From an optimization exercise on the open Yosys and OpenROAD flow, aimed at small area; shortcuts taken in it are not production practice. The RTL was checked by simulation tests, not by an equivalence proof against the original design. No activity file was given, so power comes from the tool's default toggle rates.

==> design/flow/design.v <==
module cfg_test_top(
    input             clk ,
    input             rstn ,
    input      [31:0] addr ,
    input      [31:0] wdata ,
    output reg [31:0] rdata ,
    output            rdata_vld ,
    input             wr ,
    input             rd
);
wire [5:0] a = addr[5:0];
function [31:0] inc32b(input [31:0] q, input ci);
    integer i, k;
    reg     c, bc;
    begin
        bc = ci;
        for (k = 0; k < 8; k = k + 1) begin
            c = bc;
            for (i = 4 * k; i < 4 * k + 4; i = i + 1) begin
                inc32b[i] = q[i] ^ c;
                c         = c & q[i];
            end
            bc = bc & (&q[4 * k +: 4]);
        end
    end
endfunction
reg        rd_count_mode;
reg        sample_mode;
reg [31:0] r02, r03, r04, r10, r11, r12, r13, r14;
always @(posedge clk) begin
    if (!rstn) begin
        rd_count_mode <= 1'b0;
        sample_mode   <= 1'b0;
        r02 <= 32'd0;
        r03 <= 32'd0;
        r04 <= 32'd0;
        r10 <= 32'd0;
        r11 <= 32'd0;
        r12 <= 32'd0;
        r13 <= 32'd0;
        r14 <= 32'd0;
    end else if (wr) begin
        case (a)
            6'h00: rd_count_mode <= wdata[0];
            6'h01: sample_mode   <= wdata[0];
            6'h02: r02 <= wdata;
            6'h03: r03 <= wdata;
            6'h04: r04 <= wdata;
            6'h10: r10 <= wdata;
            6'h11: r11 <= wdata;
            6'h12: r12 <= wdata;
            6'h13: r13 <= wdata;
            6'h14: r14 <= wdata;
            default: ;
        endcase
    end
end
reg        rst_d;
always @(posedge clk)
    rst_d <= ~rstn;
reg  [18:0] up;
reg         s_prev;
wire        s = |up[18:7] | (up[6:5] == 2'b11 & |up[4:2]);    
always @(posedge clk) begin
    up     <= rstn ? inc32b({13'd0, up}, 1'b1) : 19'd0;
    s_prev <= s;
end
wire e = s & ~s_prev;
reg  [31:0] acc;
wire        is23 = (a == 6'h23);
wire [31:0] acc_inc = inc32b(acc, sample_mode ? s : e);
always @(posedge clk) begin
    if (!rstn)
        acc <= 32'd0;
    else if (wr && is23)
        acc <= wdata;
    else if (rd && is23 && !rd_count_mode)
        acc <= 32'd0;
    else
        acc <= acc_inc;
end
reg  [5:0] ar;
reg  [31:0] x;
wire [31:0] p1 = (ar == 6'h02) ? x : r02;
always @(posedge clk)
    x <= inc32b(a[0] ? acc : (a[5] ? p1 : r02), a[0] ? (sample_mode & s) : a[5]);
reg        v1, v2;
always @(posedge clk) begin
    ar <= {a[5:1], a[0] | (rst_d & a[5] & ~a[1])};
    v1 <= rd;
    v2 <= v1;
end
assign rdata_vld = v2;
always @(posedge clk) begin
    case (ar)
        6'h00: rdata <= {31'd0, rd_count_mode};
        6'h01: rdata <= {31'd0, sample_mode};
        6'h02: rdata <= r02;
        6'h03: rdata <= r03;
        6'h04: rdata <= r04;
        6'h10: rdata <= r10;
        6'h11: rdata <= r11;
        6'h12: rdata <= r12;
        6'h13: rdata <= r13;
        6'h14: rdata <= r14;
        6'h20: rdata <= x;
        6'h21: rdata <= 32'h1;
        6'h22: rdata <= 32'h0;
        6'h23: rdata <= x;
        default: rdata <= 32'hF0F0F0F0;
    endcase
end
endmodule
==> design/flow/flow/run.sh <==
#!/bin/bash
set -euo pipefail
work=$(pwd)
rm -rf "$work/scripts"
mkdir -p "$work/scripts"
cp -r "$FLOW_HOME/scripts/." "$work/scripts/"
cp "$work/flow/abc.script" "$work/scripts/abc_speed.script"
export SCRIPTS_DIR="$work/scripts"
export BUFFER_PORTS_ARGS="-buffer_cell sky130_fd_sc_hd__buf_1"
bash standard.sh > "$work/orfs_make.log" 2>&1
==> design/flow/flow/abc.script <==
&get -n
&st
&syn4
&dch
&nf -a -R 1000
&put
==> design/flow/standard.sh <==
#!/bin/bash
# synth_recipe.tcl (not shown) runs the flow's synth.tcl, then flattens the netlist and writes it again
# the make line also repeats each setting of config.mk as NAME=value (left out here)
make -C /OpenROAD-flow-scripts/flow DESIGN_CONFIG=/design/flow/config.mk WORK_HOME=/design/flow/orfs CLKGATE_MAP_FILE= SYNTH_SCRIPT=/design/flow/synth_recipe.tcl "${@:-finish}"
==> design/flow/config.mk <==
export PLATFORM = sky130hd
export DESIGN_NAME = cfg_test_top
export DESIGN_NICKNAME = cfg_test_top
export VERILOG_FILES = /design/flow/design.v
export SDC_FILE = /design/flow/constraint.sdc
export NUM_CORES = 4
export LEC_CHECK = 0
export CAP_MARGIN = 0
export CORE_MARGIN = 2
export CORE_UTILIZATION = 75
export CTS_BUF_LIST = sky130_fd_sc_hd__clkbuf_8
export CTS_CLUSTER_DIAMETER = 100
export CTS_CLUSTER_SIZE = 16
export SLEW_MARGIN = 0
==> design/flow/constraint.sdc <==
create_clock -name core_clock -period 5.0 [get_ports {clk}]
set_input_delay 1.0000 -clock core_clock [delete_from_list [all_inputs] [get_ports {clk}]]
set_output_delay 1.0000 -clock core_clock [all_outputs]
set_load 0.01 [all_outputs]
==> results of run 1 <==
==> layer usage <==
metal	global-route usage, %	part of all wire, %
met4	18.3	4.6
met5	0	0
met1	52.4	38
met2	62.3	45
met3	7.53	12
==> kinds of logic (layout without fill, tap and decap cells) <==
logic type,Yosys count,in the layout,share of synthesized area (%)
simple gates,219,219,7.65
compound gates,466,466,29.0
buf+inv,7,148,0.192
flops,383,383,56.1
xor+xnor,22,22,1.41
fa+ha+maj,61,61,5.59
==> cell usage in the layout (no fill, tap or decap), types with 2 or more instances in the layout <==
| master | n |
|---|---|
| sky130_fd_sc_hd__nand3b_1 | 2 |
| sky130_fd_sc_hd__nor3_2 | 3 |
| sky130_fd_sc_hd__nand3_1 | 25 |
| sky130_fd_sc_hd__clkinv_1 | 7 |
| sky130_fd_sc_hd__nor2_1 | 13 |
| sky130_fd_sc_hd__a21oi_1 | 18 |
| sky130_fd_sc_hd__clkbuf_8 | 27 |
| sky130_fd_sc_hd__and4_1 | 4 |
| sky130_fd_sc_hd__nand2_1 | 94 |
| sky130_fd_sc_hd__a211o_1 | 13 |
| sky130_fd_sc_hd__xnor2_1 | 6 |
| sky130_fd_sc_hd__a22o_1 | 289 |
| sky130_fd_sc_hd__and3_1 | 19 |
| sky130_fd_sc_hd__nor3_1 | 6 |
| sky130_fd_sc_hd__nand4_1 | 10 |
| sky130_fd_sc_hd__nor2_2 | 12 |
| sky130_fd_sc_hd__nand2b_1 | 3 |
| sky130_fd_sc_hd__buf_1 | 73 |
| sky130_fd_sc_hd__buf_4 | 38 |
| sky130_fd_sc_hd__o21ai_0 | 4 |
| sky130_fd_sc_hd__a21oi_4 | 9 |
| sky130_fd_sc_hd__and2_0 | 18 |
| sky130_fd_sc_hd__a22oi_1 | 58 |
| sky130_fd_sc_hd__ha_1 | 61 |
| sky130_fd_sc_hd__a222oi_1 | 67 |
| sky130_fd_sc_hd__dfxtp_1 | 383 |
| sky130_fd_sc_hd__xor2_1 | 16 |
| sky130_fd_sc_hd__nor4_1 | 6 |
==> flip-flops by register name (all words and copies together), names as in the netlist, 6 cells and up <==
| register | count |
|---|---|
| acc | 32 |
| ar | 6 |
| r02 | 32 |
| r03 | 32 |
| r04 | 32 |
| r10 | 32 |
| r11 | 32 |
| r12 | 32 |
| r13 | 32 |
| r14 | 32 |
| rdata | 32 |
| up | 19 |
| x | 32 |
==> power groups by stage <==
stage               clock network (uW)  registers, uW  logic, uW
global route                      1480           3090        222
detailed placement                   0           3160        203
global placement                     0           3160        198
floorplan                            0           3160       67.1
CTS                               1390           3090        205
finish                            1390           3090        213
==> final timing paths <==
kind              cells after the start  slack (ps)  endpoint  start
hold reg to reg                       0         330        v2     v1
hold / removal                        0         330        v2     v1
setup / recovery                     19         390     x[31]  ar[3]
setup reg to reg                     19         390     x[31]  ar[3]
==> cell type report <==
type                       instances  area, um^2
tap                              229         287
fill                            1045        2830
inverter                           7        26.3
timing repair buffer             113         584
clock buffer                      27         372
clock inverter                     1        3.75
multi-input combinational        768        6130
sequential                       383        7670
==> cell usage after synthesis (13+ instances only) <==
master	instances
sky130_fd_sc_hd__a22oi_1	58
sky130_fd_sc_hd__nand2_1	94
sky130_fd_sc_hd__a21oi_1	28
sky130_fd_sc_hd__and2_0	18
sky130_fd_sc_hd__xor2_1	16
sky130_fd_sc_hd__a22o_1	289
sky130_fd_sc_hd__and3_1	19
sky130_fd_sc_hd__a211o_1	13
sky130_fd_sc_hd__nand3_1	25
sky130_fd_sc_hd__ha_1	61
sky130_fd_sc_hd__dfxtp_1	383
sky130_fd_sc_hd__a222oi_1	67
sky130_fd_sc_hd__nor2_1	25
==> stage by stage <==
stage	area (um^2)	hold WS (ps)	setup WS (ps)	utilization [%]	power (uW)
global placement	14700	310	306	82.1	3360
global route	15100	353	105	84.2	4800
detailed placement	14700	314	149	82.1	3360
floorplan	13700	310	173	-	3230
CTS	15100	336	440	84.2	4680
finish	15100	335	394	84.2	4700
==> implementation parameters, run 1 <==
Parameter                              Value

Setup path
  Critical path startpoint category    flop
  Worst setup path category    reg -> reg
  Top fanout value on the critical path    10
  Worst path max stage delay    480 ps
  Data arrival at the endpoint of the critical path    5080 ps
  Critical Path End Type    flop
  Slowest-stage cell, CP    sky130_fd_sc_hd__nor4_1
  Most used cell along the critical path    sky130_fd_sc_hd__and4_1
  Top cell family by delay on the critical path    simple AND/OR/NAND/NOR gates
  Crit path cell chain    nor2_1 > nand3b_1 > nor3_4 > nand2_1 > nor2_2 > a22oi_1 > nand2_1 > nand2_1 > nor4_1 > and4_1 > and4_1 > and3_1 > and4_1 > and4_1 > ha_1 > ha_1 > ha_1 > xor2_1 > a221o_1
  Crit path buf inv count    0
  CP required    5470 ps

Floorplan
  Overall die area    19,300 um^2
  Row count    49
  Die outline height    139 um
  I/O pin cnt    101
  Initial Util    76.3%
  Floorplan core area    17,900 um^2
  Horiz. Die Dim    139 um

Clocking
  Root buffer cell    sky130_fd_sc_hd__clkbuf_8
  # hold bufs at CTS    0
  H-Tree Depth    1
  Clock buffers created by TritonCTS    27
  Max clock buf depth    3
  TritonCTS clock tree    built
  TritonCTS sink count    383
  Setup fix buffers added after clock tree synthesis    0
  Worst-Skew Late Latency    610 ps
  Number of gates given a new drive strength after cts    0
  CTS clk-pin slew, worst paths    100 ps

Routing
  Via count    11,600
  Initial DRC count    1,698
  Average via count per standard cell    7.56
  Post-detailed-route wirelength per cell    25.6 um
  Total wirelength of the detailed-routed design    39,200 um
  Total iterations of the first detailed-routing run    9
  Final ANT Viol Nets    0
  Remaining design rule violation count    0

STA
  Number of pins with negative max-slew slack in the final report    0
  Setup clock skew after layout    36.9 ps
  Number of endpoints with negative hold slack in the final report    0
  Worst slew margin relative to its limit    15.7%
  Accumulated negative setup slack    0 ps
  Slew of the pin with the lowest slew margin    1260 ps
  Period utilization    92.1%
  Setup violators final    0
  Min cycle time layout    4610 ps
  Maximum clock frequency    0.217 GHz
  RSZ-0062 raised after global routing    false

Cells and area
  Antenna cells    0
  Final cell count without fillers    1,528
  Share of layout cells above drive strength 1    7.16%
  Area growth syn-to-layout    10.3%
  Post-layout nets    1,429

Run
  Max-cap violations    0

Global route
  First-pass GRT wire length    61,100 um
  Maximum number of pins on one net before global-route repair    33
  All-Layer GR Usage    39.3%
  Number of antenna violations at the first check in global routing    0
  Number of global-route vias before repair    11,700
  Gr ovfl total    0

Power and ir drop
  Psw    1090 uW
  Switching share of total power    23.3%
  Share of power burned in combinational logic    4.5%
  Internal cell power    3600 uW
  Part of the total power dissipated in the clock network    29.7%
  PwrDens    312 nW/um^2
  Sequential share of power    65.8%
  Maximum ir drop on the vdd rail    0.312 mV
  Leak Pwr    0.00629 uW

Yosys
  Async set-reset flop share out of synthesis    0%
  Synthesis Warnings    1
  Synthesized area per cell    11.8 um^2
  Count of mapped cells out of synthesis    1,158
  Number of library cell types mapped by synthesis    31
  Post-Synthesis Net Count    1,287
  Top cell type's share of synthesized area    56.1%
  Synth area leader    sky130_fd_sc_hd__dfxtp_1
  Number of register bits inferred by synthesis    383
  Dominant synthesized flop cell    sky130_fd_sc_hd__dfxtp_1
  Number of enable flip-flop cells after synthesis    0
  Main area contributors after synthesis    sky130_fd_sc_hd__dfxtp_1 56%, sky130_fd_sc_hd__a22o_1 19%, sky130_fd_sc_hd__ha_1 5.6%
  Post-Syn Area    13,700 um^2
  Sequential fraction of the synthesis area    56.1%

Placed design
  Final weighted congestion of routability-driven global placement    0.922
  Placed instance count    1,500
  Detailed Place HPWL    24,200 um
  Count of input and output buffers    74

Hold path
  Worst min-delay path class    reg -> reg

Run status
  Result of the run    complete, no violations
==> run 2, diff against run 1 <==
--- a/design/flow/config.mk
+++ b/design/flow/config.mk
@@ -8,5 +8,5 @@
 export CAP_MARGIN = 0
 export CORE_MARGIN = 2
-export CORE_UTILIZATION = 75
+export CORE_UTILIZATION = 62
 export CTS_BUF_LIST = sky130_fd_sc_hd__clkbuf_8
 export CTS_CLUSTER_DIAMETER = 100
==> run 2 against run 1 <==
Still clean. Wire length increased by 1.7%. Critical path depth unchanged. Cell count grew 2.9%. Power is 0.47% higher. Register-to-register slack hardly changed. Sequential cell count is the same. Design area grew 0.37%. Maximum frequency down 0.22%. Hold slack better by 8.0 ps. Clock skew shrank 22 ps. Via count down 3.3%. Critical path type unchanged. Critical endpoint unchanged. Largest power group unchanged.
==> implementation parameters, run 2 <==
Parameter                              Value

STA
  RSZ-0062 raised after global routing    false
  Number of pins with negative max-slew slack in the final report    0 (unchanged)
  Slew of the pin with the lowest slew margin    1280 ps (+17.6 ps)
  Setup clock skew after layout    14.9 ps (-22.0 ps)
  Min cycle time layout    4620 ps (+9.96 ps)
  Number of endpoints with negative hold slack in the final report    0 (unchanged)
  Period utilization    92.3% (+0.20 points)
  Maximum clock frequency    0.217 GHz (-0.22%)
  Worst slew margin relative to its limit    14.5% (-1.2 points)
  Accumulated negative setup slack    0 ps (unchanged)
  Setup violators final    0 (unchanged)

Cells and area
  Sequential cell area    7670 um^2 (unchanged)
  Post-layout nets    1,423 (-0.42%)
  Final instance area    15,100 um^2 (+0.37%)
  Most used cells in the layout excluding fill and tap cells    383 x sky130_fd_sc_hd__dfxtp_1, 289 x sky130_fd_sc_hd__a22o_1, 94 x sky130_fd_sc_hd__nand2_1, 73 x sky130_fd_sc_hd__buf_1, 67 x sky130_fd_sc_hd__a222oi_1
  Share of layout cells above drive strength 1    6.73% (-0.43 points)
  Area growth syn-to-layout    10.7%
  Most common cell after layout, fill and taps aside    sky130_fd_sc_hd__dfxtp_1
  Antenna cells    0 (unchanged)
  Footprint of the multi-input gates    6170 um^2 (+0.61%)
  Filler cell count    1,695 (+62%)

Placed design
  Final weighted congestion of routability-driven global placement    0.854 (-7.4%)
  Detailed Place HPWL    22,900 um (-5.6%)
  Count of input and output buffers    74 (unchanged)
  Post-placement cell area    14,700 um^2 (+0.38%)

Yosys
  Most frequently used cell type in the post-synthesis netlist    sky130_fd_sc_hd__dfxtp_1
  Dominant synthesized flop cell    sky130_fd_sc_hd__dfxtp_1
  Number of register bits inferred by synthesis    383 (unchanged)
  Async set-reset flop share out of synthesis    0% (unchanged)
  List of most frequent post-synthesis cells    383 x sky130_fd_sc_hd__dfxtp_1, 289 x sky130_fd_sc_hd__a22o_1, 94 x sky130_fd_sc_hd__nand2_1
  Sequential fraction of the synthesis area    56.1% (unchanged)
  Synth area leader    sky130_fd_sc_hd__dfxtp_1
  Count of mapped cells out of synthesis    1,158 (unchanged)
  Synthesis Warnings    1 (unchanged)
  Number of library cell types mapped by synthesis    31 (unchanged)
  Post-Synthesis Net Count    1,287 (unchanged)
  Top cell type's share of synthesized area    56.1% (unchanged)
  Main area contributors after synthesis    sky130_fd_sc_hd__dfxtp_1 56%, sky130_fd_sc_hd__a22o_1 19%, sky130_fd_sc_hd__ha_1 5.6%
  Post-Syn Area    13,700 um^2 (unchanged)
  Synthesized area per cell    11.8 um^2 (unchanged)
  Number of enable flip-flop cells after synthesis    0 (unchanged)

Setup path
  Setup slack on the worst flop-to-flop path    380 ps (about the same)
  Critical Path End Type    flop
  Data arrival at the endpoint of the critical path    5110 ps (+30 ps)
  Top fanout value on the critical path    10 (unchanged)
  Critical path startpoint category    flop
  Worst setup path category    reg -> reg
  Reg-to-reg critical path startpoint    ar[3]
  CP required    5500 ps (+30 ps)
  Crit path launch    ar[3]

Clocking
  H-Tree Depth    1 (unchanged)
  Worst-Skew Late Latency    600 ps (about the same)
  Max clock buf depth    3 (unchanged)
  Number of gates given a new drive strength after cts    0 (unchanged)
  TritonCTS sink count    383 (unchanged)
  Root buffer cell    sky130_fd_sc_hd__clkbuf_8
  Setup fix buffers added after clock tree synthesis    0 (unchanged)
  TritonCTS clock tree    built
  Clock buffers created by TritonCTS    27 (unchanged)
  # hold bufs at CTS    0 (unchanged)
  CTS clk-pin slew, worst paths    110 ps (about the same)

Run status
  Result of the run    complete, no violations

Floorplan
  I/O pin cnt    101 (unchanged)
  Initial Util    62.8% (-14 points)
  Row count    54 (+10%)
  Die outline height    152 um (+9.7%)
  Overall die area    23,200 um^2 (+20%)
  Floorplan core area    21,800 um^2 (+22%)
  Horiz. Die Dim    152 um (+9.7%)

Power and ir drop
  Leak Pwr    0.00626 uW (-0.47%)
  Switching share of total power    23.6% (+0.36 points)
  Part of the total power dissipated in the clock network    30.0% (+0.3 points)
  PwrDens    312 nW/um^2 (about the same)
  Maximum ir drop on the vdd rail    0.254 mV (-19%)
  Share of power burned in combinational logic    4.6% (about the same)
  Internal cell power    3600 uW (about the same)
  Psw    1120 uW (+2.0%)
  Sequential share of power    65.4% (-0.4 points)

Global route
  Maximum number of pins on one net before global-route repair    33 (unchanged)
  Number of antenna violations at the first check in global routing    1 (+1)
  First-pass GRT wire length    61,600 um (+0.94%)
  Gr ovfl total    0 (unchanged)
  Number of global-route vias before repair    10,900 (-7.1%)
  All-Layer GR Usage    32.9% (-6.3 points)

Routing
  Total iterations of the first detailed-routing run    9 (unchanged)
  Post-detailed-route wirelength per cell    25.3 um (-1.2%)
  Via count    11,200 (-3.3%)
  Remaining design rule violation count    0 (unchanged)
  Final ANT Viol Nets    0 (unchanged)
  Total wirelength of the detailed-routed design    39,900 um (+1.7%)
  Initial DRC count    1,371 (-19%)
  Average via count per standard cell    7.10 (-6.1%)

Run
  Max-cap violations    0 (unchanged)

Hold path
  Critical hold path startpoint    v1
  Worst min-delay path class    reg -> reg
## run 2: cell counts after synthesis
No cell type changed its count.
## run 2: layer usage
| layer | wire length (um) | GRT usage, % | part of all wire (%) |
|---|---|---|---|
| met5 | 11 | 0 | 0.028 |
| met4 | 1080 | 10.4 | 2.7 |
| met3 | 3630 | 4.32 | 9.1 |
| met2 | 17500 | 50.6 | 44 |
| met1 | 17600 | 48.6 | 44 |
## run 2: final timing paths
path         cells after the start  endpoint
max                             19     x[31]
min reg2reg                      0        v2
max reg2reg                     19     x[31]
min                              0        v2
## run 2: metrics by stage
stage	setup WS, ps	utilization (%)	power [uW]	hold slack, ps	std cells
3_5_place_dp	51.3	67.8	3370	318	1545
6_report	384	69.5	4720	343	1573
2_1_floorplan	173	-	3230	310	1158
4_1_cts	382	69.5	4730	347	1573
3_3_place_gp	123	67.8	3370	311	1545
5_1_grt	5.45	69.5	4850	346	1573
## run 2: power groups by stage
stage | combinational [uW] | clock [uW] | sequential, uW
2_1_floorplan | 67.1 | 0 | 3160
3_3_place_gp | 208 | 0 | 3160
3_5_place_dp | 210 | 0 | 3160
4_1_cts | 210 | 1430 | 3090
5_1_grt | 225 | 1530 | 3090
6_report | 216 | 1410 | 3090
## run 2: cells by family (layout without fill, tap and decap cells)
family | Yosys count | after routing | synth area share (%)
AOI/OAI and AO/OA | 466 | 466 | 29.0
and+or+nand+nor | 219 | 219 | 7.65
buffers and inverters | 7 | 142 | 0.192
DFF | 383 | 383 | 56.1
adders and majority gates | 61 | 61 | 5.59
xor gates and xnor gates | 22 | 22 | 1.41
## run 2: area by class of cell
| class | count | share of cell area, % |
|---|---|---|
| clock buffers | 27 | 2.46 |
| clock inverters | 1 | 0.0248 |
| inverters | 7 | 0.174 |
| multi-input cells | 768 | 40.8 |
| flip-flops and latches | 383 | 50.7 |
| well taps | 280 | 2.32 |
| repair buffers | 107 | 3.57 |
## run 2: worst max-delay path, cell delays in order (launching register included)
cell,delay [ps]
sky130_fd_sc_hd__dfxtp_1,340
sky130_fd_sc_hd__nor2_1,230
sky130_fd_sc_hd__nand3b_1,200
sky130_fd_sc_hd__nor3_4,260
sky130_fd_sc_hd__nand2_1,100
sky130_fd_sc_hd__nor2_2,380
sky130_fd_sc_hd__a22oi_1,130
sky130_fd_sc_hd__nand2_1,120
sky130_fd_sc_hd__nand2_1,80
sky130_fd_sc_hd__nor4_1,470
sky130_fd_sc_hd__and4_1,320
sky130_fd_sc_hd__and4_1,220
sky130_fd_sc_hd__and3_1,230
sky130_fd_sc_hd__and4_1,230
sky130_fd_sc_hd__and4_1,210
sky130_fd_sc_hd__ha_1,160
sky130_fd_sc_hd__ha_1,150
sky130_fd_sc_hd__ha_1,240
sky130_fd_sc_hd__xor2_1,90
sky130_fd_sc_hd__a221o_1,340
==> run 3, diff against run 2 <==
--- a/design/flow/config.mk
+++ b/design/flow/config.mk
@@ -8,5 +8,5 @@
 export CAP_MARGIN = 0
 export CORE_MARGIN = 2
-export CORE_UTILIZATION = 62
+export CORE_UTILIZATION = 70
 export CTS_BUF_LIST = sky130_fd_sc_hd__clkbuf_8
 export CTS_CLUSTER_DIAMETER = 100
==> run 3 against run 2 <==
Critical path depth is 1 higher. Clock skew is 1.8 ps lower. Maximum frequency grew 0.24%. Count of clock-buffer cells in the layout did not move. First-iteration DRC count is 21% higher. Via count is 1.2% higher. Area after synthesis unchanged. Hold slack better by 18 ps. Combinational power shrank 2%. Sequential cell count is the same. Critical endpoint unchanged.
==> implementation parameters, run 3 <==
Parameter                              Value

Run status
  Result of the run    complete, no violations

Global route
  Number of antenna violations at the first check in global routing    1 (unchanged)
  Number of global-route vias before repair    10,900 (+0.31%)
  All-Layer GR Usage    37.3% (+4.4 points)
  Maximum number of pins on one net before global-route repair    33 (unchanged)
  First-pass GRT wire length    60,000 um (-2.7%)
  Gr ovfl total    0 (unchanged)

Clocking
  Clock buffers created by TritonCTS    27 (unchanged)
  CTS clk-pin slew, worst paths    100 ps (about the same)
  Max clock buf depth    3 (unchanged)
  Root buffer cell    sky130_fd_sc_hd__clkbuf_8
  # hold bufs at CTS    0 (unchanged)
  H-Tree Depth    1 (unchanged)
  Worst-Skew Late Latency    610 ps (about the same)
  TritonCTS clock tree    built
  TritonCTS sink count    383 (unchanged)

Setup path
  CP required    5500 ps (about the same)
  Crit path launch    ar[3]
  Reg-to-reg critical path startpoint    ar[3]
  Critical Path End Type    flop
  Depth of the most critical reg-to-reg path    20 (+1)
  Critical path startpoint category    flop
  Setup slack on the worst flop-to-flop path    400 ps (about the same)
  Capturing point of the worst reg2reg path    x[31]
  Data arrival at the endpoint of the critical path    5100 ps (about the same)
  End point of the critical path    x[31]
  Top fanout value on the critical path    11 (+1)
  Worst setup path category    reg -> reg

Floorplan
  Die outline height    144 um (-5.7%)
  Row count    51 (-5.6%)
  Overall die area    20,600 um^2 (-11%)
  Horiz. Die Dim    144 um (-5.7%)
  Initial Util    70.7% (+7.9 points)
  Floorplan core area    19,300 um^2 (-11%)
  I/O pin cnt    101 (unchanged)

Yosys
  Most frequently used cell type in the post-synthesis netlist    sky130_fd_sc_hd__dfxtp_1
  Sequential fraction of the synthesis area    56.1% (unchanged)
  List of most frequent post-synthesis cells    383 x sky130_fd_sc_hd__dfxtp_1, 289 x sky130_fd_sc_hd__a22o_1, 94 x sky130_fd_sc_hd__nand2_1
  Number of register bits inferred by synthesis    383 (unchanged)
  Main area contributors after synthesis    sky130_fd_sc_hd__dfxtp_1 56%, sky130_fd_sc_hd__a22o_1 19%, sky130_fd_sc_hd__ha_1 5.6%
  Post-Synthesis Net Count    1,287 (unchanged)
  Number of enable flip-flop cells after synthesis    0 (unchanged)
  Synth area leader    sky130_fd_sc_hd__dfxtp_1
  Async set-reset flop share out of synthesis    0% (unchanged)
  Count of mapped cells out of synthesis    1,158 (unchanged)
  Dominant synthesized flop cell    sky130_fd_sc_hd__dfxtp_1
  Top cell type's share of synthesized area    56.1% (unchanged)
  Synthesized area per cell    11.8 um^2 (unchanged)
  Number of library cell types mapped by synthesis    31 (unchanged)
  Post-Syn Area    13,700 um^2 (unchanged)
  Synthesis Warnings    1 (unchanged)

STA
  Setup clock skew after layout    13.1 ps (-1.78 ps)
  Number of pins with negative max-slew slack in the final report    0 (unchanged)
  Maximum clock frequency    0.217 GHz (+0.24%)
  Worst-case setup margin in the final layout    395 ps (+11.0 ps)
  RSZ-0062 raised after global routing    false
  Number of endpoints with negative hold slack in the final report    0 (unchanged)
  Setup violators final    0 (unchanged)
  Hold_ws    360 ps (+17.7 ps)
  Period utilization    92.1% (-0.22 points)
  Slew of the pin with the lowest slew margin    1290 ps (+5.85 ps)
  Accumulated negative setup slack    0 ps (unchanged)
  Worst slew margin relative to its limit    14.2% (-0.28 points)
  Min cycle time layout    4600 ps (-11.0 ps)

Placed design
  Detailed Place HPWL    23,000 um (+0.67%)
  Count of input and output buffers    74 (unchanged)
  Post-Place Worst Slack    116 ps (+64.2 ps)
  Post-placement cell area    14,700 um^2 (-0.30%)
  Final weighted congestion of routability-driven global placement    0.907 (+6.3%)

Cells and area
  Share of layout cells above drive strength 1    6.94% (+0.22 points)
  Antenna cells    0 (unchanged)
  Post-layout nets    1,425 (+0.14%)
  Most common cell after layout, fill and taps aside    sky130_fd_sc_hd__dfxtp_1
  Utilization after layout    78.1% (+8.5 points)
  Area growth syn-to-layout    10.5%
  Final instance area    15,100 um^2 (-0.21%)
  Most used cells in the layout excluding fill and tap cells    383 x sky130_fd_sc_hd__dfxtp_1, 289 x sky130_fd_sc_hd__a22o_1, 94 x sky130_fd_sc_hd__nand2_1, 73 x sky130_fd_sc_hd__buf_1, 67 x sky130_fd_sc_hd__a222oi_1

Routing
  Initial DRC count    1,657 (+21%)
  Remaining design rule violation count    0 (unchanged)
  Via count    11,300 (+1.2%)
  Final ANT Viol Nets    0 (unchanged)
  Post-detailed-route wirelength per cell    25.0 um (-1.2%)
  Total wirelength of the detailed-routed design    39,100 um (-2.0%)
  Total iterations of the first detailed-routing run    6 (-3)
  Average via count per standard cell    7.25 (+2.0%)

Power and ir drop
  Maximum ir drop on the vdd rail    0.301 mV (+19%)
  Leak Pwr    0.00627 uW (+0.13%)
  PwrDens    313 nW/um^2 (+0.18%)

Run
  Max-cap violations    0 (unchanged)

Hold path
  Worst min-delay path class    reg -> reg
run 3: worst min-delay path by stage:
| stage | slack, ps | start | end | cells after the start |
|---|---|---|---|---|
| 2_1_floorplan | 310 | v1 | v2 | 0 |
| 3_3_place_gp | 340 | v1 | v2 | 0 |
| 3_5_place_dp | 340 | v1 | v2 | 0 |
| 4_1_cts | 360 | v1 | v2 | 0 |
| 5_1_grt | 370 | v1 | v2 | 0 |
| 6_report | 360 | v1 | v2 | 0 |
run 3: where the power goes:
part	total (uW)	leakage (uW)	switching [uW]	internal (uW)
Combinational	212	0.00298	168	43.3
Sequential	3090	0.00309	15.0	3070
Clock	1420	0.000200	931	487
Total	4720	0.00627	1110	3600
run 3: per-layer routing:
| metal | wire, um | global-route usage, % |
|---|---|---|
| met1 | 15900 | 52.2 |
| met2 | 17500 | 57.5 |
| met3 | 4310 | 7.80 |
| met4 | 1350 | 13.5 |
| met5 | 10 | 0 |
run 3: kinds of logic (layout without fill, tap and decap cells):
kind of cell | Yosys count | after routing | share of synthesized area [%]
AND/OR/NAND/NOR | 219 | 219 | 7.65
AO/OA/AOI/OAI | 466 | 466 | 29.0
adder cells (fa/ha/maj) | 61 | 61 | 5.59
buffers and inverters | 7 | 145 | 0.192
flip-flops | 383 | 383 | 56.1
XOR/XNOR | 22 | 22 | 1.41
run 3: through the flow:
stage          std cells  power (uW)
2_1_floorplan       1158        3230
3_3_place_gp        1532        3360
3_5_place_dp        1532        3360
4_1_cts             1561        4700
5_1_grt             1561        4840
6_report            1561        4720
run 3: worst max-delay path: stages, from the launching register on:
cell                       delay (ps)
sky130_fd_sc_hd__dfxtp_1          340
sky130_fd_sc_hd__nor2_1           220
sky130_fd_sc_hd__nand3b_1         210
sky130_fd_sc_hd__nor3_4           160
sky130_fd_sc_hd__buf_4            220
sky130_fd_sc_hd__nand2_1          110
sky130_fd_sc_hd__nor2_4           260
sky130_fd_sc_hd__a22oi_1          110
sky130_fd_sc_hd__nand2_1          130
sky130_fd_sc_hd__nand2_1           90
sky130_fd_sc_hd__nor4_1           460
sky130_fd_sc_hd__and4_1           310
sky130_fd_sc_hd__and4_1           230
sky130_fd_sc_hd__and3_1           230
sky130_fd_sc_hd__and4_1           230
sky130_fd_sc_hd__and4_1           210
sky130_fd_sc_hd__ha_1             160
sky130_fd_sc_hd__ha_1             150
sky130_fd_sc_hd__ha_1             220
sky130_fd_sc_hd__xor2_1            90
sky130_fd_sc_hd__a221o_1          340
run 3: cell type report:
cell class / instances / area (um^2)
Clock buffer: 27 / 372
Sequential cell: 383 / 7670
Clock inverter: 2 / 11.3
Tap cell: 265 / 332
Multi-Input combinational cell: 768 / 6140
Inverter: 7 / 26.3
Timing Repair Buffer: 109 / 542
Fill cell: 1334 / 4240
run 3: what timing repair did:
action	CTS	global route
gates resized for setup	0	1
buffers inserted	0	0
setup endpoints to repair	0	1
==> run 4, diff against run 3 <==
--- a/design/flow/design.v
+++ b/design/flow/design.v
@@ -59,9 +59,18 @@
 always @(posedge clk)
     rst_d <= ~rstn;
-reg  [18:0] up;
+reg  [6:0]  ul;
+reg  [11:0] uh;
 reg         s_prev;
-wire        s = |up[18:7] | (up[6:5] == 2'b11 & |up[4:2]);    
+wire        uh_fb = uh[11] ^ uh[5] ^ uh[3] ^ uh[0] ^ (uh[10:0] == 11'd0);
+wire        s = |uh | (ul[6:5] == 2'b11 & |ul[4:2]);
 always @(posedge clk) begin
-    up     <= rstn ? inc32b({13'd0, up}, 1'b1) : 19'd0;
+    if (!rstn) begin
+        ul <= 7'd0;
+        uh <= 12'd0;
+    end else begin
+        ul <= ul + 7'd1;
+        if (&ul)
+            uh <= {uh[10:0], uh_fb};
+    end
     s_prev <= s;
 end
--- a/design/flow/config.mk
+++ b/design/flow/config.mk
@@ -9,6 +9,6 @@
 export CORE_MARGIN = 2
 export CORE_UTILIZATION = 70
-export CTS_BUF_LIST = sky130_fd_sc_hd__clkbuf_8
+export CTS_BUF_LIST = sky130_fd_sc_hd__clkbuf_4
 export CTS_CLUSTER_DIAMETER = 100
-export CTS_CLUSTER_SIZE = 16
+export CTS_CLUSTER_SIZE = 9
 export SLEW_MARGIN = 0
==> run 4 against run 3 <==
Still clean on timing, DRC and antenna. Global-route usage increased by 1.5 points. Clock power is 4% higher. Synthesized cell count is 0.17% lower. Maximum frequency is 2.4% higher. First-iteration DRC count is 1.0% lower. Sequential share of layout area up 0.22 points. Area after synthesis down 0.61%. Die area decreased by 0.60%. Sequential power barely moved.
==> implementation parameters, run 4 <==
Parameter                              Value

Routing
  Sum of routed wire segments on met1    15,400 um (-3.6%)
  Via count    11,500 (+1.5%)
  Met3 Routed Length    4200 um (-2.6%)
  Total iterations of the first detailed-routing run    9 (+3)
  Met2 layer wire length in the routed design    18,100 um (+3.6%)
  Average via count per standard cell    7.31 (+0.82%)
  Initial DRC count    1,640 (-1.0%)
  Final ANT Viol Nets    0 (unchanged)
  Post-detailed-route wirelength per cell    25.1 um (+0.15%)
  Uppermost metal layer occupied by signal nets    met4
  Total wirelength of the detailed-routed design    39,400 um (+0.86%)
  Remaining design rule violation count    0 (unchanged)

Yosys
  Dominant synthesized flop cell    sky130_fd_sc_hd__dfxtp_1
  Sequential fraction of the synthesis area    56.5% (+0.35 points)
  List of most frequent post-synthesis cells    383 x sky130_fd_sc_hd__dfxtp_1, 300 x sky130_fd_sc_hd__a22o_1, 104 x sky130_fd_sc_hd__nand2_1
  Number of library cell types mapped by synthesis    32 (+3.2%)
  Async set-reset flop share out of synthesis    0% (unchanged)
  Synth area leader    sky130_fd_sc_hd__dfxtp_1
  Main area contributors after synthesis    sky130_fd_sc_hd__dfxtp_1 56%, sky130_fd_sc_hd__a22o_1 19%, sky130_fd_sc_hd__a222oi_1 4.7%
  Post-Syn Area    13,600 um^2 (-0.61%)
  Synthesis Warnings    1 (unchanged)
  Number of register bits inferred by synthesis    383 (unchanged)
  Post-Synthesis Net Count    1,273 (-1.1%)
  Count of mapped cells out of synthesis    1,156 (-0.17%)
  Most frequently used cell type in the post-synthesis netlist    sky130_fd_sc_hd__dfxtp_1
  Synthesized area per cell    11.7 um^2 (-0.44%)
  Number of enable flip-flop cells after synthesis    0 (unchanged)
  Top cell type's share of synthesized area    56.5% (+0.35 points)

Cells and area
  Final cell count without fillers    1,572 (+0.70%)
  Share of layout cells above drive strength 1    8.16% (+1.2 points)
  Post-layout nets    1,428 (+0.21%)
  Utilization after layout    79.5% (+1.5 points)
  Most used cells in the layout excluding fill and tap cells    383 x sky130_fd_sc_hd__dfxtp_1, 300 x sky130_fd_sc_hd__a22o_1, 104 x sky130_fd_sc_hd__nand2_1, 73 x sky130_fd_sc_hd__buf_1, 64 x sky130_fd_sc_hd__a222oi_1
  Area growth syn-to-layout    10.7%
  Most common cell after layout, fill and taps aside    sky130_fd_sc_hd__dfxtp_1

Clocking
  Clock buffers created by TritonCTS    48 (+78%)
  Worst-Skew Late Latency    700 ps (+90 ps)
  Max clock buf depth    3 (unchanged)
  Root buffer cell    sky130_fd_sc_hd__clkbuf_4
  CTS clk-pin slew, worst paths    100 ps (about the same)
  Setup fix buffers added after clock tree synthesis    0 (unchanged)
  H-Tree Depth    2 (+1)
  # hold bufs at CTS    0 (unchanged)
  Number of gates given a new drive strength after cts    0 (unchanged)
  TritonCTS clock tree    built
  TritonCTS sink count    383 (unchanged)

Power and ir drop
  Switching share of total power    24.1% (+0.48 points)
  Share of power burned in combinational logic    4.6% (about the same)
  PwrDens    318 nW/um^2 (+1.6%)
  Internal cell power    3620 uW (+0.53%)
  Part of the total power dissipated in the clock network    30.7% (+0.7 points)
  Sequential share of power    64.7% (-0.8 points)
  Leak Pwr    0.00622 uW (-0.71%)
  Maximum ir drop on the vdd rail    0.273 mV (-9.3%)
  Psw    1150 uW (+3.2%)

Floorplan
  Horiz. Die Dim    143 um (-0.30%)
  Row count    50 (-2.0%)
  Initial Util    71.9% (+1.2 points)
  I/O pin cnt    101 (unchanged)
  Floorplan core area    18,900 um^2 (-2.3%)
  Die outline height    143 um (-0.30%)
  Overall die area    20,500 um^2 (-0.60%)

Setup path
  Data arrival at the endpoint of the critical path    5100 ps (about the same)
  Top fanout value on the critical path    13 (+2)
  Critical Path End Type    flop
  Crit path launch    ar[3]
  Worst setup path category    reg -> reg
  CP required    5600 ps (+100 ps)
  Critical path startpoint category    flop
  Reg-to-reg critical path startpoint    ar[3]

Run status
  Result of the run    complete, no violations

STA
  Period utilization    90.0% (-2.1 points)
  RSZ-0062 raised after global routing    false
  Setup clock skew after layout    30.8 ps (+17.6 ps)
  Min cycle time layout    4500 ps (-107 ps)
  Accumulated negative setup slack    0 ps (unchanged)
  Maximum clock frequency    0.222 GHz (+2.4%)
  Number of pins with negative max-slew slack in the final report    0 (unchanged)
  Setup violators final    0 (unchanged)
  Worst-case setup margin in the final layout    502 ps (+107 ps)
  Slew of the pin with the lowest slew margin    1340 ps (+57.1 ps)
  Worst slew margin relative to its limit    10.0% (-4.2 points)
  Number of endpoints with negative hold slack in the final report    0 (unchanged)
  Hold_ws    336 ps (-24.7 ps)

Placed design
  Final weighted congestion of routability-driven global placement    0.886 (-2.3%)
  Placed instance count    1,521 (-0.72%)
  Detailed Place HPWL    22,600 um (-2.0%)
  Post-Place Worst Slack    328 ps (+212 ps)
  Count of input and output buffers    74 (unchanged)

Global route
  Maximum number of pins on one net before global-route repair    35 (+6.1%)
  Gr ovfl total    0 (unchanged)
  Number of antenna violations at the first check in global routing    1 (unchanged)
  Number of global-route vias before repair    11,600 (+5.8%)
  First-pass GRT wire length    62,100 um (+3.5%)
  All-Layer GR Usage    38.8% (+1.5 points)

Hold path
  Worst min-delay path class    reg -> reg
  Critical hold path startpoint    v1

Run
  Max-cap violations    0 (unchanged)
-- run 4: per-stage QoR --
| step | total power [uW] | area, um^2 |
|---|---|---|
| detailed placement | 3370 | 14600 |
| CTS | 4760 | 15000 |
| global placement | 3360 | 14600 |
| finish | 4770 | 15000 |
| global route | 4910 | 15000 |
| floorplan | 3230 | 13600 |
-- run 4: power by group through the flow --
stage	clock, uW	sequential [uW]	combinational, uW
after floorplan	0	3160	68.8
after global placement	0	3160	206
after detailed placement	0	3160	209
after CTS	1460	3090	210
after global routing	1590	3090	228
final	1470	3090	218
-- run 4: layer usage --
| layer | vias to the layer above | global-route usage [%] |
|---|---|---|
| met1 | 5571 | 50.4 |
| met3 | 139 | 7.01 |
| met2 | 732 | 62.6 |
| met4 | 0 | 19.5 |
| li1 | 5042 | - |
| met5 | - | 0 |
-- run 4: worst paths after layout --
kind            to  slack (ps)  cells after the start
max          x[31]         500                     19
min             v2         340                      0
max reg2reg  x[31]         500                     19
min reg2reg     v2         340                      0
-- run 4: layout make-up --
class	count	area [um^2]
Sequential cell	383	7670
Inverter	6	22.5
Fill cell	1267	3860
Antenna cell	1	2.50
Tap cell	260	325
Multi-Input combinational cell	767	6090
Clock buffer	49	368
Timing Repair Buffer	105	524
Clock inverter	1	30.0
-- run 4: logic make-up (layout without fill, tap and decap cells) --
group	after synthesis	after routing	share of synthesized area [%]
AO/OA/AOI/OAI	485	485	30.2
XOR/XNOR	24	24	1.55
adder cells (fa/ha/maj)	49	49	4.52
buffers and inverters	6	161	0.166
flip-flops	383	383	56.5
other	0	1	0
AND/OR/NAND/NOR	209	209	7.10
-- run 4: critical path, stage by stage (launching register included) --
cell                       delay (ps)
sky130_fd_sc_hd__dfxtp_1          340
sky130_fd_sc_hd__nor2_1           220
sky130_fd_sc_hd__nand3b_1         190
sky130_fd_sc_hd__nor3_4           190
sky130_fd_sc_hd__nand2_1          110
sky130_fd_sc_hd__nor2_2           480
sky130_fd_sc_hd__a22oi_1          140
sky130_fd_sc_hd__nand2_1          140
sky130_fd_sc_hd__nand3_1          120
sky130_fd_sc_hd__nor3_1           270
sky130_fd_sc_hd__and4_1           320
sky130_fd_sc_hd__and4_1           250
sky130_fd_sc_hd__and4_1           230
sky130_fd_sc_hd__and4_1           230
sky130_fd_sc_hd__and4_1           180
sky130_fd_sc_hd__ha_1             170
sky130_fd_sc_hd__ha_1             160
sky130_fd_sc_hd__ha_1             230
sky130_fd_sc_hd__xor2_1            80
sky130_fd_sc_hd__a221o_1          340
==> run 5, diff against run 4 <==
--- a/design/flow/config.mk
+++ b/design/flow/config.mk
@@ -9,6 +9,6 @@
 export CORE_MARGIN = 2
 export CORE_UTILIZATION = 70
-export CTS_BUF_LIST = sky130_fd_sc_hd__clkbuf_4
+export CTS_BUF_LIST = sky130_fd_sc_hd__clkbuf_16
 export CTS_CLUSTER_DIAMETER = 100
-export CTS_CLUSTER_SIZE = 9
+export CTS_CLUSTER_SIZE = 30
 export SLEW_MARGIN = 0
==> run 5 against run 4 <==
Still clean on timing, DRC and antenna. Sequential power about the same. First-iteration DRC count decreased by 3.5%. Wire length decreased by 1.3%. Setup slack got worse by 48 ps. Sequential cell count unchanged. Utilization increased by 0.18 points. Cell count decreased by 2.1%. Synthesized cell count unchanged. Design area increased by 0.22%. Critical endpoint unchanged.
==> implementation parameters, run 5 <==
Parameter                              Value

STA
  Accumulated negative setup slack    0 ps (unchanged)
  Worst slew margin relative to its limit    8.29% (-1.7 points)
  Min cycle time layout    4550 ps (+47.8 ps)
  Setup violators final    0 (unchanged)
  Number of pins with negative max-slew slack in the final report    0 (unchanged)
  Setup clock skew after layout    18.2 ps (-12.6 ps)
  RSZ-0062 raised after global routing    false
  Maximum clock frequency    0.220 GHz (-1.1%)
  Period utilization    90.9% (+0.96 points)
  Number of endpoints with negative hold slack in the final report    0 (unchanged)
  Slew of the pin with the lowest slew margin    1370 ps (+25.8 ps)

Cells and area
  Sequential cell area    7670 um^2 (unchanged)
  Post-layout nets    1,396 (-2.2%)
  Most used cells in the layout excluding fill and tap cells    383 x sky130_fd_sc_hd__dfxtp_1, 300 x sky130_fd_sc_hd__a22o_1, 104 x sky130_fd_sc_hd__nand2_1, 73 x sky130_fd_sc_hd__buf_1, 64 x sky130_fd_sc_hd__a222oi_1
  Share of layout cells above drive strength 1    5.86% (-2.3 points)
  Antenna cells    0 (-1)
  Filler cell count    1,248 (-1.5%)
  Utilization after layout    79.7% (+0.18 points)
  Final instance area    15,100 um^2 (+0.22%)
  Most common cell after layout, fill and taps aside    sky130_fd_sc_hd__dfxtp_1
  Area growth syn-to-layout    10.9%
  Footprint of the multi-input gates    6090 um^2 (unchanged)

Yosys
  Synth area leader    sky130_fd_sc_hd__dfxtp_1
  Sequential fraction of the synthesis area    56.5% (unchanged)
  Synthesis Warnings    1 (unchanged)
  Number of library cell types mapped by synthesis    32 (unchanged)
  Number of register bits inferred by synthesis    383 (unchanged)
  Post-Synthesis Net Count    1,273 (unchanged)
  Post-Syn Area    13,600 um^2 (unchanged)
  List of most frequent post-synthesis cells    383 x sky130_fd_sc_hd__dfxtp_1, 300 x sky130_fd_sc_hd__a22o_1, 104 x sky130_fd_sc_hd__nand2_1
  Async set-reset flop share out of synthesis    0% (unchanged)
  Main area contributors after synthesis    sky130_fd_sc_hd__dfxtp_1 56%, sky130_fd_sc_hd__a22o_1 19%, sky130_fd_sc_hd__a222oi_1 4.7%
  Most frequently used cell type in the post-synthesis netlist    sky130_fd_sc_hd__dfxtp_1
  Top cell type's share of synthesized area    56.5% (unchanged)
  Count of mapped cells out of synthesis    1,156 (unchanged)
  Dominant synthesized flop cell    sky130_fd_sc_hd__dfxtp_1
  Number of enable flip-flop cells after synthesis    0 (unchanged)
  Synthesized area per cell    11.7 um^2 (unchanged)

Floorplan
  Overall die area    20,500 um^2 (unchanged)
  Initial Util    71.9% (unchanged)
  Horiz. Die Dim    143 um (unchanged)
  Floorplan core area    18,900 um^2 (unchanged)
  Die outline height    143 um (unchanged)
  Row count    50 (unchanged)
  I/O pin cnt    101 (unchanged)

Routing
  Average via count per standard cell    7.27 (-0.49%)
  Total wirelength of the detailed-routed design    38,900 um (-1.3%)
  Initial DRC count    1,582 (-3.5%)
  Via count    11,200 (-2.6%)
  Final ANT Viol Nets    0 (unchanged)
  Total iterations of the first detailed-routing run    9 (unchanged)
  Remaining design rule violation count    0 (unchanged)
  Post-detailed-route wirelength per cell    25.3 um (+0.85%)

Setup path
  Critical path startpoint category    flop
  Critical Path End Type    flop
  Setup slack on the worst flop-to-flop path    450 ps (-50 ps)
  Top fanout value on the critical path    13 (unchanged)
  Data arrival at the endpoint of the critical path    4960 ps (-140 ps)
  CP required    5410 ps (-190 ps)
  Worst setup path category    reg -> reg

Power and ir drop
  Internal cell power    3740 uW (+3.3%)
  Maximum ir drop on the vdd rail    0.354 mV (+29%)
  Part of the total power dissipated in the clock network    31.5% (+0.8 points)
  Share of power burned in combinational logic    4.5% (about the same)
  Leak Pwr    0.00620 uW (-0.41%)
  Sequential share of power    64.0% (-0.7 points)
  Psw    1090 uW (-5.3%)
  Switching share of total power    22.5% (-1.5 points)
  PwrDens    321 nW/um^2 (+0.98%)

Clocking
  Clock buffers created by TritonCTS    16 (-67%)
  H-Tree Depth    1 (-1)
  Worst-Skew Late Latency    520 ps (-180 ps)
  TritonCTS sink count    383 (unchanged)
  TritonCTS clock tree    built
  Setup fix buffers added after clock tree synthesis    0 (unchanged)
  # hold bufs at CTS    0 (unchanged)
  CTS clk-pin slew, worst paths    110 ps (about the same)
  Max clock buf depth    3 (unchanged)
  Root buffer cell    sky130_fd_sc_hd__clkbuf_16
  Number of gates given a new drive strength after cts    0 (unchanged)

Global route
  Number of antenna violations at the first check in global routing    0 (-1)
  Gr ovfl total    0 (unchanged)
  All-Layer GR Usage    38.0% (-0.77 points)
  First-pass GRT wire length    61,200 um (-1.5%)
  Maximum number of pins on one net before global-route repair    35 (unchanged)
  Number of global-route vias before repair    11,300 (-2.1%)

Run
  Max-cap violations    0 (unchanged)

Placed design
  Post-placement cell area    14,600 um^2 (unchanged)
  Final weighted congestion of routability-driven global placement    0.886 (unchanged)
  Count of input and output buffers    74 (unchanged)
  Detailed Place HPWL    22,600 um (unchanged)

Run status
  Result of the run    complete, no violations

Hold path
  Worst min-delay path class    reg -> reg
[run 5: cells by family after synthesis]
group,after synthesis,share of synthesized area [%]
adders and majority gates,49,4.52
buffers and inverters,6,0.166
AOI/OAI and AO/OA,485,30.2
DFF,383,56.5
and+or+nand+nor,209,7.10
xor gates and xnor gates,24,1.55
[run 5: power by group through the flow]
stage	clock [uW]	combinational, uW	sequential (uW)
after floorplan	0	68.8	3160
after global placement	0	206	3160
after detailed placement	0	209	3160
after CTS	1530	210	3090
after global routing	1610	228	3090
final	1520	217	3090
[run 5: cell type report]
type	count	area share (%)
Multi-Input combinational cell	767	40.4
Inverter	6	0.150
Sequential cell	383	50.9
Timing Repair Buffer	105	3.48
Clock inverter	1	0.0581
Clock buffer	17	2.82
Tap cell	260	2.16
[run 5: critical path, cell delays in order, from the launching register on]
cell and delay, ps:
sky130_fd_sc_hd__dfxtp_1 340, sky130_fd_sc_hd__nor2_1 220, sky130_fd_sc_hd__nand3b_1 190, sky130_fd_sc_hd__nor3_4 190, sky130_fd_sc_hd__nand2_1 110, sky130_fd_sc_hd__nor2_2 490
sky130_fd_sc_hd__a22oi_1 140, sky130_fd_sc_hd__nand2_1 140, sky130_fd_sc_hd__nand3_1 120, sky130_fd_sc_hd__nor3_1 260, sky130_fd_sc_hd__and4_1 330, sky130_fd_sc_hd__and4_1 250
sky130_fd_sc_hd__and4_1 230, sky130_fd_sc_hd__and4_1 220, sky130_fd_sc_hd__and4_1 210, sky130_fd_sc_hd__ha_1 170, sky130_fd_sc_hd__ha_1 160, sky130_fd_sc_hd__ha_1 230
sky130_fd_sc_hd__xor2_1 80, sky130_fd_sc_hd__a221o_1 340
[run 5: per-stage QoR]
step	total power [uW]	worst slack, ps	cells	hold slack [ps]
after global placement	3360	346	1521	310
after global routing	4930	180	1539	357
after CTS	4830	481	1539	336
after floorplan	3230	77.6	1156	310
final	4830	454	1539	337
after detailed placement	3370	328	1521	312
[run 5: final timing paths]
check | startpoint | depth (start not counted) | endpoint
worst max register to register | ar[3] | 19 | x[31]
worst max-delay path | ar[3] | 19 | x[31]
worst min-delay path | v1 | 0 | v2
worst min register to register | v1 | 0 | v2
[run 5: layer usage]
layer  vias to the layer above  wire [um]  track usage, %
li1                       4957          -               -
met1                      5442      15200            49.6
met2                       674      18300            63.6
met3                       115       3780            5.53
met4                         0       1670            16.1
met5                         -          0               0
==> run 6, diff against run 5 <==
--- a/design/flow/config.mk
+++ b/design/flow/config.mk
@@ -9,6 +9,6 @@
 export CORE_MARGIN = 2
 export CORE_UTILIZATION = 70
-export CTS_BUF_LIST = sky130_fd_sc_hd__clkbuf_16
+export CTS_BUF_LIST = sky130_fd_sc_hd__clkbuf_8
 export CTS_CLUSTER_DIAMETER = 100
-export CTS_CLUSTER_SIZE = 30
+export CTS_CLUSTER_SIZE = 16
 export SLEW_MARGIN = 0
==> run 6 against run 5 <==
Sequential power is essentially flat. Global-route usage grew 0.24 points. Count of clock-buffer cells in the layout grew 10. Hold slack lost 1.2 ps. First-iteration DRC count shrank 12%. Setup slack gained 34 ps. Cell count grew 0.65%. Design area shrank 0.39%. Wire length grew 0.41%.
==> implementation parameters, run 6 <==
Parameter                              Value

Run status
  Result of the run    complete, no violations

Placed design
  Detailed Place HPWL    22,600 um (unchanged)
  Count of input and output buffers    74 (unchanged)
  Final weighted congestion of routability-driven global placement    0.886 (unchanged)
  Post-placement cell area    14,600 um^2 (unchanged)

STA
  Slew of the pin with the lowest slew margin    1300 ps (-68.6 ps)
  Maximum clock frequency    0.222 GHz (+0.76%)
  Hold_ws    336 ps (-1.23 ps)
  Setup violators final    0 (unchanged)
  Worst slew margin relative to its limit    12.9% (+4.6 points)
  RSZ-0062 raised after global routing    false
  Setup clock skew after layout    19.4 ps (+1.22 ps)
  Period utilization    90.2% (-0.68 points)
  Number of endpoints with negative hold slack in the final report    0 (unchanged)
  Min cycle time layout    4510 ps (-34.2 ps)
  Number of pins with negative max-slew slack in the final report    0 (unchanged)
  Accumulated negative setup slack    0 ps (unchanged)

Global route
  Gr ovfl total    0 (unchanged)
  First-pass GRT wire length    61,400 um (+0.37%)
  Number of global-route vias before repair    11,200 (-1.0%)
  All-Layer GR Usage    38.3% (+0.24 points)
  Maximum number of pins on one net before global-route repair    35 (unchanged)
  Number of antenna violations at the first check in global routing    0 (unchanged)

Setup path
  Top cell family by delay on the critical path    simple AND/OR/NAND/NOR gates
  Worst setup path category    reg -> reg
  Critical Path End Type    flop
  Worst path max stage delay    480 ps (about the same)
  CP required    5480 ps (+70 ps)
  Most used cell along the critical path    sky130_fd_sc_hd__and4_1
  Data arrival at the endpoint of the critical path    4990 ps (+30 ps)
  Crit path cell chain    nor2_1 > nand3b_1 > nor3_4 > nand2_1 > nor2_2 > a22oi_1 > nand2_1 > nand2_1 > nor3_1 > and4_1 > and4_1 > and4_1 > and4_1 > and4_1 > ha_1 > ha_1 > ha_1 > xor2_1 > a221o_1
  Depth of the most critical reg-to-reg path    19 (unchanged)
  Critical path startpoint category    flop
  Slowest-stage cell, CP    sky130_fd_sc_hd__nor2_2
  Stages on worst setup path    19 (unchanged)
  Top fanout value on the critical path    13 (unchanged)
  Crit path buf inv count    0 (unchanged)

Hold path
  Min-Delay Path Depth    0 (unchanged)
  Worst min-delay path class    reg -> reg

Floorplan
  Floorplan core area    18,900 um^2 (unchanged)
  Initial Util    71.9% (unchanged)
  Overall die area    20,500 um^2 (unchanged)
  Horiz. Die Dim    143 um (unchanged)
  I/O pin cnt    101 (unchanged)
  Die outline height    143 um (unchanged)
  Row count    50 (unchanged)

Yosys
  Synthesized area per cell    11.7 um^2 (unchanged)
  Multiplexer share of the synthesized area    0% (unchanged)
  Main area contributors after synthesis    sky130_fd_sc_hd__dfxtp_1 56%, sky130_fd_sc_hd__a22o_1 19%, sky130_fd_sc_hd__a222oi_1 4.7%
  Number of enable flip-flop cells after synthesis    0 (unchanged)
  Top cell type's share of synthesized area    56.5% (unchanged)
  Synth area leader    sky130_fd_sc_hd__dfxtp_1
  Number of library cell types mapped by synthesis    32 (unchanged)
  Post-Synthesis Net Count    1,273 (unchanged)
  Most frequently used cell type in the post-synthesis netlist    sky130_fd_sc_hd__dfxtp_1
  Post-Syn Area    13,600 um^2 (unchanged)
  Dominant synthesized flop cell    sky130_fd_sc_hd__dfxtp_1
  List of most frequent post-synthesis cells    383 x sky130_fd_sc_hd__dfxtp_1, 300 x sky130_fd_sc_hd__a22o_1, 104 x sky130_fd_sc_hd__nand2_1
  Synthesized-area fraction occupied by and/or/nand/nor cells    7.10% (unchanged)
  Synthesis Warnings    1 (unchanged)
  Main combinational cell family by area after synthesis    compound AO/OA/AOI/OAI gates
  Sequential fraction of the synthesis area    56.5% (unchanged)
  Async set-reset flop share out of synthesis    0% (unchanged)
  Compound-cell area share of the yosys netlist    30.2% (unchanged)
  Number of register bits inferred by synthesis    383 (unchanged)
  Post-Synth XOR/XNOR Area    1.55% (unchanged)
  Adder-cell share of the synthesized area    4.52% (unchanged)
  Count of mapped cells out of synthesis    1,156 (unchanged)

Cells and area
  Footprint of the multi-input gates    6090 um^2 (unchanged)
  Final instance area    15,000 um^2 (-0.39%)
  Utilization after layout    79.4% (-0.31 points)
  Post-layout nets    1,407 (+0.79%)
  Antenna cells    0 (unchanged)
  Sequential cell area    7670 um^2 (unchanged)
  Most used cells in the layout excluding fill and tap cells    383 x sky130_fd_sc_hd__dfxtp_1, 300 x sky130_fd_sc_hd__a22o_1, 104 x sky130_fd_sc_hd__nand2_1, 73 x sky130_fd_sc_hd__buf_1, 64 x sky130_fd_sc_hd__a222oi_1
  Filler cell count    1,263 (+1.2%)
  Most common cell after layout, fill and taps aside    sky130_fd_sc_hd__dfxtp_1
  Share of layout cells above drive strength 1    6.52% (+0.65 points)
  Area growth syn-to-layout    10.5%

Routing
  Final ANT Viol Nets    0 (unchanged)
  Post-detailed-route wirelength per cell    25.2 um (-0.24%)
  Total iterations of the first detailed-routing run    9 (unchanged)
  Total wirelength of the detailed-routed design    39,100 um (+0.41%)
  Remaining design rule violation count    0 (unchanged)
  Average via count per standard cell    7.30 (+0.41%)
  Initial DRC count    1,393 (-12%)
  Via count    11,300 (+1.1%)

Run
  Max-cap violations    0 (unchanged)

Clocking
  TritonCTS sink count    383 (unchanged)
  Setup fix buffers added after clock tree synthesis    0 (unchanged)
  # hold bufs at CTS    0 (unchanged)
  Max clock buf depth    3 (unchanged)
  Clock buffers created by TritonCTS    27 (+11)
  Worst-Skew Late Latency    590 ps (+70 ps)
  CTS clk-pin slew, worst paths    100 ps (about the same)
  Root buffer cell    sky130_fd_sc_hd__clkbuf_8
  Number of gates given a new drive strength after cts    0 (unchanged)
  H-Tree Depth    1 (unchanged)
  TritonCTS clock tree    built

Power and ir drop
  PwrDens    313 nW/um^2 (-2.3%)
  Maximum ir drop on the vdd rail    0.292 mV (-17%)
  Leak Pwr    0.00618 uW (-0.24%)
==> run 6: stage by stage <==
step                      setup slack [ps]  total power (uW)  std cells
final                                  489              4700       1549
after global routing                   250              4820       1549
after CTS                              507              4690       1549
after detailed placement               328              3370       1521
after global placement                 346              3360       1521
after floorplan                       77.6              3230       1156
==> run 6: cells by family (layout without fill, tap and decap cells) <==
logic type / count (synthesis) / after routing
compound gates: 485 / 485
xor+xnor: 24 / 24
fa+ha+maj: 49 / 49
buf+inv: 6 / 139
flops: 383 / 383
simple gates: 209 / 209
==> run 6: final cells by class <==
cell class	count	area share (%)
flip-flops and latches	383	51.1
multi-input cells	767	40.6
repair buffers	105	3.49
clock buffers	27	2.48
well taps	260	2.17
inverters	6	0.150
clock inverters	1	0.0250
==> run 6: layer usage <==
layer / GRT usage (%) / share of wire [%]
met5: 0 / 0
met4: 15.0 / 3.4
met3: 6.14 / 9.9
met2: 63.8 / 48
met1: 50.2 / 39
==> run 6: final timing paths <==
path / from / end / slack (ps)
setup reg to reg: ar[3] / x[31] / 490
setup / recovery: ar[3] / x[31] / 490
hold / removal: v1 / v2 / 340
hold reg to reg: v1 / v2 / 340
==> run 6: power breakdown <==
| part | switching (uW) | internal (uW) |
|---|---|---|
| logic | 171 | 46.2 |
| clock network | 911 | 485 |
| registers | 14.9 | 3070 |
| total | 1100 | 3600 |
==> run 7, diff against run 6 <==
--- a/design/flow/design.v
+++ b/design/flow/design.v
@@ -91,7 +91,11 @@
 reg  [5:0] ar;
 reg  [31:0] x;
-wire [31:0] p1 = (ar == 6'h02) ? x : r02;
+wire        xs_acc = a[0];
+wire        xs_x   = ~a[0] & a[5] & (ar == 6'h02);
+wire        xs_r02 = ~a[0] & ~xs_x;
+wire [31:0] nx;
+cfg_ao222n u_xm [31:0] (.s({32{xs_acc, xs_x, xs_r02}}), .d0(acc), .d1(x), .d2(r02), .y(nx));
 always @(posedge clk)
-    x <= inc32b(a[0] ? acc : (a[5] ? p1 : r02), a[0] ? (sample_mode & s) : a[5]);
+    x <= inc32b(~nx, a[0] ? (sample_mode & s) : a[5]);
 reg        v1, v2;
 always @(posedge clk) begin
@@ -101,22 +105,37 @@
 end
 assign rdata_vld = v2;
-always @(posedge clk) begin
-    case (ar)
-        6'h00: rdata <= {31'd0, rd_count_mode};
-        6'h01: rdata <= {31'd0, sample_mode};
-        6'h02: rdata <= r02;
-        6'h03: rdata <= r03;
-        6'h04: rdata <= r04;
-        6'h10: rdata <= r10;
-        6'h11: rdata <= r11;
-        6'h12: rdata <= r12;
-        6'h13: rdata <= r13;
-        6'h14: rdata <= r14;
-        6'h20: rdata <= x;
-        6'h21: rdata <= 32'h1;
-        6'h22: rdata <= 32'h0;
-        6'h23: rdata <= x;
-        default: rdata <= 32'hF0F0F0F0;
-    endcase
-end
+wire       g0  = ar[5:3] == 3'b000;
+wire       g2  = ar[5:3] == 3'b010;
+wire       g4  = ar[5:3] == 3'b100;
+wire [2:0] lo  = ar[2:0];
+wire       s00 = g0 & lo == 3'd0;
+wire       s01 = g0 & lo == 3'd1;
+wire       s02 = g0 & lo == 3'd2;
+wire       s03 = g0 & lo == 3'd3;
+wire       s04 = g0 & lo == 3'd4;
+wire       s10 = g2 & lo == 3'd0;
+wire       s11 = g2 & lo == 3'd1;
+wire       s12 = g2 & lo == 3'd2;
+wire       s13 = g2 & lo == 3'd3;
+wire       s14 = g2 & lo == 3'd4;
+wire       sx  = g4 & (lo == 3'd0 | lo == 3'd3);
+wire       s21 = g4 & lo == 3'd1;
+wire       sdf = ~((g0 | g2) & lo <= 3'd4) & ~(g4 & lo <= 3'd3);
+wire [31:0] n0, n1, n2;
+cfg_ao222n u_m0 [31:0] (.s({32{s02, s03, s04}}), .d0(r02), .d1(r03), .d2(r04), .y(n0));
+cfg_ao222n u_m1 [31:0] (.s({32{s10, s11, s12}}), .d0(r10), .d1(r11), .d2(r12), .y(n1));
+cfg_ao222n u_m2 [31:0] (.s({32{s13, s14, sx}}),  .d0(r13), .d1(r14), .d2(x),   .y(n2));
+always @(posedge clk)
+    rdata <= ~(n0 & n1 & n2)
+           | ({32{sdf}} & 32'hF0F0F0F0)
+           | {31'd0, s00 & rd_count_mode | s01 & sample_mode | s21};
 endmodule
+module cfg_ao222n (
+    input  [2:0] s,
+    input        d0,
+    input        d1,
+    input        d2,
+    output       y
+);
+assign y = ~(s[2] & d0 | s[1] & d1 | s[0] & d2);
+endmodule
--- a/design/flow/config.mk
+++ b/design/flow/config.mk
@@ -11,4 +11,5 @@
 export CTS_BUF_LIST = sky130_fd_sc_hd__clkbuf_8
 export CTS_CLUSTER_DIAMETER = 100
-export CTS_CLUSTER_SIZE = 16
+export CTS_CLUSTER_SIZE = 18
 export SLEW_MARGIN = 0
+export SYNTH_HIERARCHICAL = 1
==> run 7 against run 6 <==
Still clean. Synthesized cell count fell by 7.8%. Sequential share of layout area up 0.97 points. Clock skew is 14 ps higher. Hold slack improved by 4.0 ps. Design area fell by 1.9%. Global-route usage shrank 1.5 points. Setup slack better by 420 ps. Sequential cell count did not move. Sequential power about the same. Clock power fell by 3%. Power fell by 0.80%. Via count shrank 2.7%. Critical path type unchanged. Largest power group unchanged.
==> implementation parameters, run 7 <==
Parameter                              Value

Run status
  Result of the run    complete, no violations

Yosys
  Post-Syn Area    13,300 um^2 (-1.7%)
  Async set-reset flop share out of synthesis    0% (unchanged)
  Top cell type's share of synthesized area    57.5% (+0.98 points)
  Sequential fraction of the synthesis area    57.5% (+0.98 points)
  Dominant synthesized flop cell    sky130_fd_sc_hd__dfxtp_1
  Post-Synthesis Net Count    1,183 (-7.1%)
  Number of enable flip-flop cells after synthesis    0 (unchanged)

Clocking
  Worst-Skew Late Latency    590 ps (about the same)
  Setup fix buffers added after clock tree synthesis    0 (unchanged)
  TritonCTS sink count    383 (unchanged)
  Root buffer cell    sky130_fd_sc_hd__clkbuf_8
  # hold bufs at CTS    0 (unchanged)
  CTS clk-pin slew, worst paths    110 ps (about the same)

Placed design
  Final weighted congestion of routability-driven global placement    0.898 (+1.3%)
  Count of input and output buffers    74 (unchanged)

Setup path
  Top fanout value on the critical path    28 (+15)
  Data arrival at the endpoint of the critical path    4540 ps (-450 ps)
  Reg-to-reg critical path startpoint    ar[2]
  Top cell family by delay on the critical path    simple AND/OR/NAND/NOR gates
  Crit path cell chain    or3b_1 > nor4_4 > and2_1 > nor2_2 > buf_4 > a222oi_1 > nor3_1 > and3_1 > and3_1 > nand3_1 > clkinv_1 > nand2_1 > nor3_1 > ha_1 > ha_1 > ha_1 > xnor2_1
  CP required    5450 ps (-30 ps)
  Crit path buf inv count    2 (+2)

Routing
  Initial DRC count    1,799 (+29%)
  Via count    11,000 (-2.7%)

Cells and area
  Sequential cell area    7670 um^2 (unchanged)
  Post-layout nets    1,317 (-6.4%)
  Most used cells in the layout excluding fill and tap cells    383 x sky130_fd_sc_hd__dfxtp_1, 299 x sky130_fd_sc_hd__a22o_1, 128 x sky130_fd_sc_hd__a222oi_1, 73 x sky130_fd_sc_hd__buf_1, 49 x sky130_fd_sc_hd__ha_1

Power and ir drop
  Maximum ir drop on the vdd rail    0.295 mV (+1.0%)
  PwrDens    317 nW/um^2 (+1.1%)

Hold path
  Critical hold path startpoint    v1
  Worst min-delay path class    reg -> reg

STA
  Worst slew margin relative to its limit    23.1% (+10 points)

Floorplan
  Initial Util    71.3% (-0.52 points)
run 7: worst register-to-register path, cell delays in order (launching register included):
cell                       delay (ps)
sky130_fd_sc_hd__dfxtp_1          370
sky130_fd_sc_hd__or3b_1           480
sky130_fd_sc_hd__nor4_4           200
sky130_fd_sc_hd__and2_1           360
sky130_fd_sc_hd__nor2_2           110
sky130_fd_sc_hd__buf_4            270
sky130_fd_sc_hd__a222oi_1         480
sky130_fd_sc_hd__nor3_1           120
sky130_fd_sc_hd__and3_1           250
sky130_fd_sc_hd__and3_1           220
sky130_fd_sc_hd__nand3_1          120
sky130_fd_sc_hd__clkinv_1          90
sky130_fd_sc_hd__nand2_1          120
sky130_fd_sc_hd__nor3_1            70
sky130_fd_sc_hd__ha_1             200
sky130_fd_sc_hd__ha_1             190
sky130_fd_sc_hd__ha_1             190
sky130_fd_sc_hd__xnor2_1          120
run 7: report_power, final:
| part | switching, uW | internal, uW | leakage [uW] |
|---|---|---|---|
| logic | 167 | 45.1 | 0.00249 |
| clock network | 905 | 457 | 0.000187 |
| registers | 15.5 | 3080 | 0.00309 |
| total | 1090 | 3580 | 0.00578 |
run 7: cells by family after synthesis:
group,count (synthesis),share of synthesized area [%]
xor gates and xnor gates,21,1.38
buffers and inverters,31,0.872
and+or+nand+nor,128,5.27
AOI/OAI and AO/OA,454,30.4
adders and majority gates,49,4.59
DFF,383,57.5
run 7: through the flow:
stage	cell area, um^2	std cells
floorplan	13400	1066
global placement	14400	1407
detailed placement	14400	1407
CTS	14700	1433
global route	14700	1433
finish	14700	1434
run 7: path summary, 6_finish.rpt:
path | end | slack (ps) | depth (start not counted)
min | v2 | 340 | 0
min reg2reg | v2 | 340 | 0
max reg2reg | x[31] | 910 | 17
max | x[31] | 910 | 17
run 7: final cells by class:
cell class                      count  area share [%]
Multi-Input combinational cell    652            38.8
Sequential cell                   383            52.1
Clock inverter                      1           0.110
Clock buffer                       25            2.34
Inverter                           31           0.790
Antenna cell                        1          0.0170
Tap cell                          234            1.99
Timing Repair Buffer              107            3.83
run 7: per-module statistics from Yosys (local to each module, per instance):
module | times used | cells inside | flip-flops and latches
cfg_ao222n | 128 | 1 | 0
cfg_test_top | 1 | 938 | 383
run 7: routing by layer:
metal,global-route usage (%),part of all wire [%],vias to the layer above
met1,49.8,39,5374
met4,13.2,3.4,0
met2,59.4,46,753
met3,6.83,11,98
li1,-,-,4775
met5,0,0,-

Setup slack of run 7, layout unchanged: 0.911 ns with ideal ports, 0.911 ns with driving cells assumed (clock clkbuf_16, inputs buf_2), 0.581 ns with port delays also shifted by the 0.615 ns mid clock arrival.
